Source: an optimization exercise on an open RTL-to-GDS flow (aim: small area). Production flows keep margins and buffers that such runs may drop. RTL that was checked went through simulation tests only; none was proved equivalent to the original.

## alpha
// osd_core
module osd_core (
    input pix_clk, rstb,
    input fval, dval, lval,
    input [31:0] str,
    input [95:0] str_color,
    input [10:0] start_x,
    input [9:0] start_y,
    input [7:0] pix_data,
    output [10:0] data_addr,
    input [39:0] data_in,
    output [15:0] scan_addr,
    input [7:0] pix_font,
    output [23:0] pix_modified,
    output fval_out, dval_out, lval_out
);
reg        start;         
reg  [1:0] char_count;
reg  [7:0] column;
reg  [8:0] line;
reg  [8:0] prow;          
reg  [9:0] pcol;
reg [15:0] scan_r;
reg [23:0] pix_r;
reg        fval_r, dval_r, lval_r;
assign scan_addr = scan_r;
assign pix_modified = pix_r;
assign fval_out = fval_r;
assign dval_out = dval_r;
assign lval_out = lval_r;
reg  [7:0] chm;
reg [23:0] color;
always @(*) begin
    case (char_count)
    2'd0:    begin chm = str[31:24]; color = str_color[95:72]; end
    2'd1:    begin chm = str[23:16]; color = str_color[71:48]; end
    2'd2:    begin chm = str[15:8];  color = str_color[47:24]; end
  ...
Size: ~1100 cells after synthesis, about 260 I/O pins, roughly 0.012 sq mm of cells after synthesis.
==> module rcac, before the edit <==
module rcac #(parameter N = 8) (
    input  [N-1:0] a,
    input  [N-1:0] b,
    input          ci,
    output [N-1:0] s
);
wire [N:0] c;
assign c[0] = ci;
genvar i;
generate for (i = 0; i < N; i = i + 1) begin : g
    fa u (.a(a[i]), .b(b[i]), .c(c[i]), .s(s[i]), .co(c[i+1]));
end endgenerate
endmodule
==> module cgen, before the edit <==
module cgen #(parameter N = 8) (
    input  [N-1:0] an,
    input  [N-1:0] bn,
    output         cn
);
wire [N:0] c;
assign c[1] = an[0] & bn[0];
genvar i;
generate for (i = 1; i < N; i = i + 1) begin : g
    maj u (.a(an[i]), .b(bn[i]), .c(c[i]), .y(c[i+1]));
end endgenerate
assign cn = c[N];
endmodule
==> module maj, before the edit <==
module maj (input a, input b, input c, output y);
assign y = (a & b) | (a & c) | (b & c);
endmodule
==> module osd_core, before the edit <==
module osd_core (
    input pix_clk, rstb,
    input fval, dval, lval,
    input [31:0] str,
    input [95:0] str_color,
    input [10:0] start_x,
    input [9:0] start_y,
    input [7:0] pix_data,
    output [10:0] data_addr,
    input [39:0] data_in,
    output [15:0] scan_addr,
    input [7:0] pix_font,
    output [23:0] pix_modified,
    output fval_out, dval_out, lval_out
);
reg        start;         
reg  [1:0] char_count;
reg  [7:0] column;
reg  [8:0] line;
reg  [8:0] prow;          
reg  [9:0] pcol;
reg [15:0] scan_r;
reg [23:0] pix_r;
reg        fval_r, dval_r, lval_r;
assign scan_addr = scan_r;
assign pix_modified = pix_r;
assign fval_out = fval_r;
assign dval_out = dval_r;
assign lval_out = lval_r;
reg  [7:0] chm;
reg [23:0] color;
always @(*) begin
    case (char_count)
    2'd0:    begin chm = str[31:24]; color = str_color[95:72]; end
    2'd1:    begin chm = str[23:16]; color = str_color[71:48]; end
    2'd2:    begin chm = str[15:8];  color = str_color[47:24]; end
    default: begin chm = str[7:0];   color = str_color[23:0];  end
    endcase
end
wire [7:0] ch = {chm[7:6] & {2{start}}, chm[5] | ~start, chm[4:0] & {5{start}}};
wire [9:0] rec;
rec_addr u_rec (.ch(ch), .rec(rec));
assign data_addr = {rec, 1'b0};
wire [7:0] gx = data_in[39:32];
wire [7:0] gy = data_in[31:24];
wire [7:0] gw = data_in[23:16];
wire [7:0] gh = data_in[15:8];
wire [8:0] line_inc;
inc1 #(9) u_line_inc (.a(line), .s(line_inc));
wire col_end   = (column == gw);
wire last_line = (line_inc == {1'b0, gh});
wire act       = dval & start & rstb;
wire hold      = act & col_end & last_line;    
wire blend     = act & ~(col_end & last_line);
wire last_char = char_count[1] & char_count[0];
wire [8:0] trow;
wire       trow_co;
rca #(9) u_trow (.a(start_y[8:0]), .b(line), .s(trow), .co(trow_co));
wire match = (pcol == start_x[9:0]) && (prow == trow) && !trow_co;
wire pwrap = pcol[9] & (&pcol[6:0]);           
wire [7:0] a = pix_font & {8{blend}};
wire [7:0] p = pix_data;
wire [3:0] na1, na2, na3;                       
genvar k;
generate for (k = 0; k < 4; k = k + 1) begin : dig_g
    assign na1[k] = ~a[2*k] &  a[2*k+1];
    assign na2[k] =  a[2*k] & ~a[2*k+1];
    assign na3[k] = ~a[2*k] & ~a[2*k+1] & rstb;    
end endgenerate
wire [9:0] p3;
triple u_p3 (.x(p), .x3(p3));
wire [15:0] x1n;
mul8r4 u_m1 (.x(p), .x3(p3), .s1(na1), .s2(na2), .s3(na3), .pn(x1n));
wire c1n;
cgen #(8) u_c1 (.an(x1n[15:8]), .bn(x1n[7:0]), .cn(c1n));
wire [7:0] q1n;
dec #(8) u_q1 (.a(x1n[15:8]), .bi(~c1n), .s(q1n));
wire [9:0] a3;
triple u_a3 (.x(a), .x3(a3));
wire [23:0] pix_next;
generate for (k = 0; k < 3; k = k + 1) begin : ch_g
    wire [7:0] c = color[8*k +: 8];
    wire [3:0] c1, c2, c3;
    genvar j;
    for (j = 0; j < 4; j = j + 1) begin : dig_g
        assign c1[j] =  c[2*j] & ~c[2*j+1];
        assign c2[j] = ~c[2*j] &  c[2*j+1];
        assign c3[j] =  c[2*j] &  c[2*j+1];
    end
    wire [15:0] x2n;
    mul8r4 u_m2 (.x(a), .x3(a3), .s1(c1), .s2(c2), .s3(c3), .pn(x2n));
    wire c2n;
    cgen #(8) u_c2 (.an(x2n[15:8]), .bn(x2n[7:0]), .cn(c2n));
    wire [7:0] outn;
    rcac #(8) u_out (.a(q1n), .b(x2n[15:8]), .ci(c2n), .s(outn));
    assign pix_next[8*k +: 8] = ~outn;
end endgenerate
wire [7:0] column_inc;
inc1 #(8) u_col (.a(column), .s(column_inc));
wire [9:0] pcol_inc;
inc1 #(10) u_pcol (.a(pcol), .s(pcol_inc));
wire [8:0] prow_inc;
inc #(9) u_prow (.a(prow), .ci(pwrap), .s(prow_inc));
wire [15:0] scan_next;
wire scan_co;
rca #(16) u_scan (.a({gy, gx}), .b({line[7:0], column} & {16{blend}}), .s(scan_next), .co(scan_co));
always @(posedge pix_clk) begin
    fval_r <= fval & rstb;
    dval_r <= dval & rstb;
    lval_r <= lval & rstb;
    if (!hold) pix_r <= pix_next;
    scan_r <= scan_next & {16{rstb}};
    if (!rstb)
        start <= 1'b0;
    else if (dval & (match | start))
        start <= ~(start & col_end & (last_line | last_char));
    if (!fval || !rstb) begin
        prow <= 9'd0;
        pcol <= 10'd1;
        char_count <= 2'd0;
        column <= 8'd0;
        line <= 9'd0;
    end else begin
        if (dval) begin
            pcol <= pwrap ? 10'd0 : pcol_inc;
            prow <= prow_inc;
        end
        if (act) column <= col_end ? 8'd0 : column_inc;
        if (act & col_end & ~last_line) char_count <= char_count + 2'd1;
        if (act & col_end & last_char & ~last_line) line <= line_inc;
    end
end
endmodule
==> flow/config.mk <==
export PLATFORM = sky130hd
export DESIGN_NAME = osd_core
export DESIGN_NICKNAME = osd_core
export VERILOG_FILES = /design/flow/design.v
export SDC_FILE = /design/flow/constraint.sdc
export NUM_CORES = 4
export LEC_CHECK = 0
export CAP_MARGIN = 0
export CORE_MARGIN = 2
export CORE_UTILIZATION = 40
export GPL_TIMING_DRIVEN = 0
export SLEW_MARGIN = 0
export SYNTH_HIERARCHICAL = 1
export BUFFER_PORTS_ARGS = -buffer_cell sky130_fd_sc_hd__buf_1
export REMOVE_ABC_BUFFERS = 1
export CTS_ARGS = -sink_clustering_enable -repair_clock_nets -dont_use_dummy_load -buf_list sky130_fd_sc_hd__clkbuf_8
==> flow/constraint.sdc <==
create_clock -name core_clock -period 25.0 [get_ports {pix_clk}]
set_input_delay 5.0000 -clock core_clock [delete_from_list [all_inputs] [get_ports {pix_clk}]]
set_output_delay 5.0000 -clock core_clock [all_outputs]
set_load 0.01 [all_outputs]
standard.sh (not shown) runs the stock make flow with config.mk's settings and CLKGATE_MAP_FILE= SYNTH_SCRIPT=/design/flow/synth_recipe.tcl, a recipe that flattens the netlist after the stock synthesis.
==> flow/flow/run.sh <==
#!/bin/bash
# The standard layout with area-oriented settings:
#  - port buffers made from the smallest buffer cell (every port still gets one)
#  - synthesis (abc) buffers removed at floorplan
#  - no dummy loads added to the clock tree
# Each tool's output is in the ORFS logs under orfs/logs; make's output is in
# standard_run.log.
set -e
cat >> config.mk <<'EOT'
export BUFFER_PORTS_ARGS = -buffer_cell sky130_fd_sc_hd__buf_1
export REMOVE_ABC_BUFFERS = 1
export CTS_ARGS = -sink_clustering_enable -repair_clock_nets -dont_use_dummy_load -buf_list sky130_fd_sc_hd__clkbuf_8
EOT
bash standard.sh > standard_run.log 2>&1
alpha went all the way through synthesis, placement and routing and the layout is clean on timing, DRC and antenna.
Here is what was changed in the inputs of beta compared with alpha.
--- a/flow/design.v
+++ b/flow/design.v
@@ -27,15 +27,16 @@
     input          ci,
     output [N-1:0] s
 );
 wire [N:0] c;
 assign c[0] = ci;
 genvar i;
-generate for (i = 0; i < N; i = i + 1) begin : g
+generate for (i = 0; i < N - 1; i = i + 1) begin : g
     fa u (.a(a[i]), .b(b[i]), .c(c[i]), .s(s[i]), .co(c[i+1]));
 end endgenerate
+assign s[N-1] = a[N-1] ^ b[N-1] ^ c[N-1];
 endmodule
 module inc #(parameter N = 8) (
     input  [N-1:0] a,
     input          ci,
     output [N-1:0] s
 );
@@ -92,22 +93,19 @@
 module cgen #(parameter N = 8) (
     input  [N-1:0] an,
     input  [N-1:0] bn,
     output         cn
 );
 wire [N:0] c;
-assign c[1] = an[0] & bn[0];
+assign c[0] = 1'b0;
 genvar i;
-generate for (i = 1; i < N; i = i + 1) begin : g
-    maj u (.a(an[i]), .b(bn[i]), .c(c[i]), .y(c[i+1]));
+generate for (i = 0; i < N; i = i + 1) begin : g
+    assign c[i+1] = (an[i] & bn[i]) | (an[i] & c[i]) | (bn[i] & c[i]);
 end endgenerate
 assign cn = c[N];
 endmodule
-module maj (input a, input b, input c, output y);
-assign y = (a & b) | (a & c) | (b & c);
-endmodule
 module dec #(parameter N = 8) (
     input  [N-1:0] a,
     input          bi,
     output [N-1:0] s
 );
 wire [N:0] b;
@@ -280,26 +278,25 @@
 reg        fval_r, dval_r, lval_r;
 assign scan_addr = scan_r;
 assign pix_modified = pix_r;
 assign fval_out = fval_r;
 assign dval_out = dval_r;
 assign lval_out = lval_r;
-reg  [7:0] chm;
+reg  [7:0] ch;
 reg [23:0] color;
 always @(*) begin
     case (char_count)
-    2'd0:    begin chm = str[31:24]; color = str_color[95:72]; end
-    2'd1:    begin chm = str[23:16]; color = str_color[71:48]; end
-    2'd2:    begin chm = str[15:8];  color = str_color[47:24]; end
-    default: begin chm = str[7:0];   color = str_color[23:0];  end
+    2'd0: begin ch = str[31:24]; color = str_color[95:72]; end
+    2'd1: begin ch = str[23:16]; color = str_color[71:48]; end
+    2'd2: begin ch = str[15:8];  color = str_color[47:24]; end
+    default: begin ch = str[7:0]; color = str_color[23:0]; end
     endcase
 end
-wire [7:0] ch = {chm[7:6] & {2{start}}, chm[5] | ~start, chm[4:0] & {5{start}}};
 wire [9:0] rec;
 rec_addr u_rec (.ch(ch), .rec(rec));
-assign data_addr = {rec, 1'b0};
+assign data_addr = {rec & {10{start}}, 1'b0};
 wire [7:0] gx = data_in[39:32];
 wire [7:0] gy = data_in[31:24];
 wire [7:0] gw = data_in[23:16];
 wire [7:0] gh = data_in[15:8];
 wire [8:0] line_inc;
 inc1 #(9) u_line_inc (.a(line), .s(line_inc));
@@ -312,19 +309,19 @@
 wire [8:0] trow;
 wire       trow_co;
 rca #(9) u_trow (.a(start_y[8:0]), .b(line), .s(trow), .co(trow_co));
 wire match = (pcol == start_x[9:0]) && (prow == trow) && !trow_co;
 wire pwrap = pcol[9] & (&pcol[6:0]);           
 wire [7:0] a = pix_font & {8{blend}};
-wire [7:0] p = pix_data;
+wire [7:0] p = pix_data & {8{rstb}};
 wire [3:0] na1, na2, na3;                       
 genvar k;
 generate for (k = 0; k < 4; k = k + 1) begin : dig_g
     assign na1[k] = ~a[2*k] &  a[2*k+1];
     assign na2[k] =  a[2*k] & ~a[2*k+1];
-    assign na3[k] = ~a[2*k] & ~a[2*k+1] & rstb;    
+    assign na3[k] = ~a[2*k] & ~a[2*k+1];
 end endgenerate
 wire [9:0] p3;
 triple u_p3 (.x(p), .x3(p3));
 wire [15:0] x1n;
 mul8r4 u_m1 (.x(p), .x3(p3), .s1(na1), .s2(na2), .s3(na3), .pn(x1n));
 wire c1n;
==> run summary <==
Of beta and alpha, it is beta that has the higher final worst-path setup slack. Going from alpha to beta, detail-routed via count per cell increased by 2.3% relative to the old numbers, last weighted congestion value of the routability-driven placer increased by about 3.4% relative to the old numbers, via count increased by 422 relative to the old numbers, design area increased by about 0.9% relative to the old numbers, depth of the worst register-to-register path increased by about 7.5% relative to the old numbers. beta vs alpha: post-placement cell count up. Non-clock buffer count sits higher in beta than in alpha. In the tables for alpha and beta, portion of the clock cycle consumed by the worst path in the final layout reads lower with beta. | largest clock skew in the final design | beta vs alpha | ≈ equal |.
Only the layout flow was run in alpha; the RTL was not checked for function there.

-- port drivers added, routing unchanged --
The results above use ideal ports. As a check the final layouts listed here were re-extracted and re-timed, cells and wires unchanged. Step 1, drivers: a clkbuf_16 drives pix_clk and a buf_2 each remaining input, both assumed. Step 2 times the ports against the registers' clock, not the clock port: input delays grow and output delays shrink by t, the midpoint of the rising clock arrivals with the driver on. Slacks: no drivers / after step 1 / after step 2; pairs: no drivers / after step 1.
| run | t, ns | setup slack, ns | worst setup path after step 2 | slew at the worst register clock pin (ns) | pins driven straight from the clock port |
|---|---|---|---|---|---|
| alpha | 0.388 | 5.718 / 5.736 / 5.349 | input to register | 0.10 / 0.10 | 1 |
| beta | 0.379 | 6.179 / 6.184 / 5.806 | input to register | 0.09 / 0.09 | 1 |
After both steps every run listed still meets setup and hold. The setup slack of beta, which loses most, moves by +0.005 ns with the drivers and by -0.373 ns with both steps.
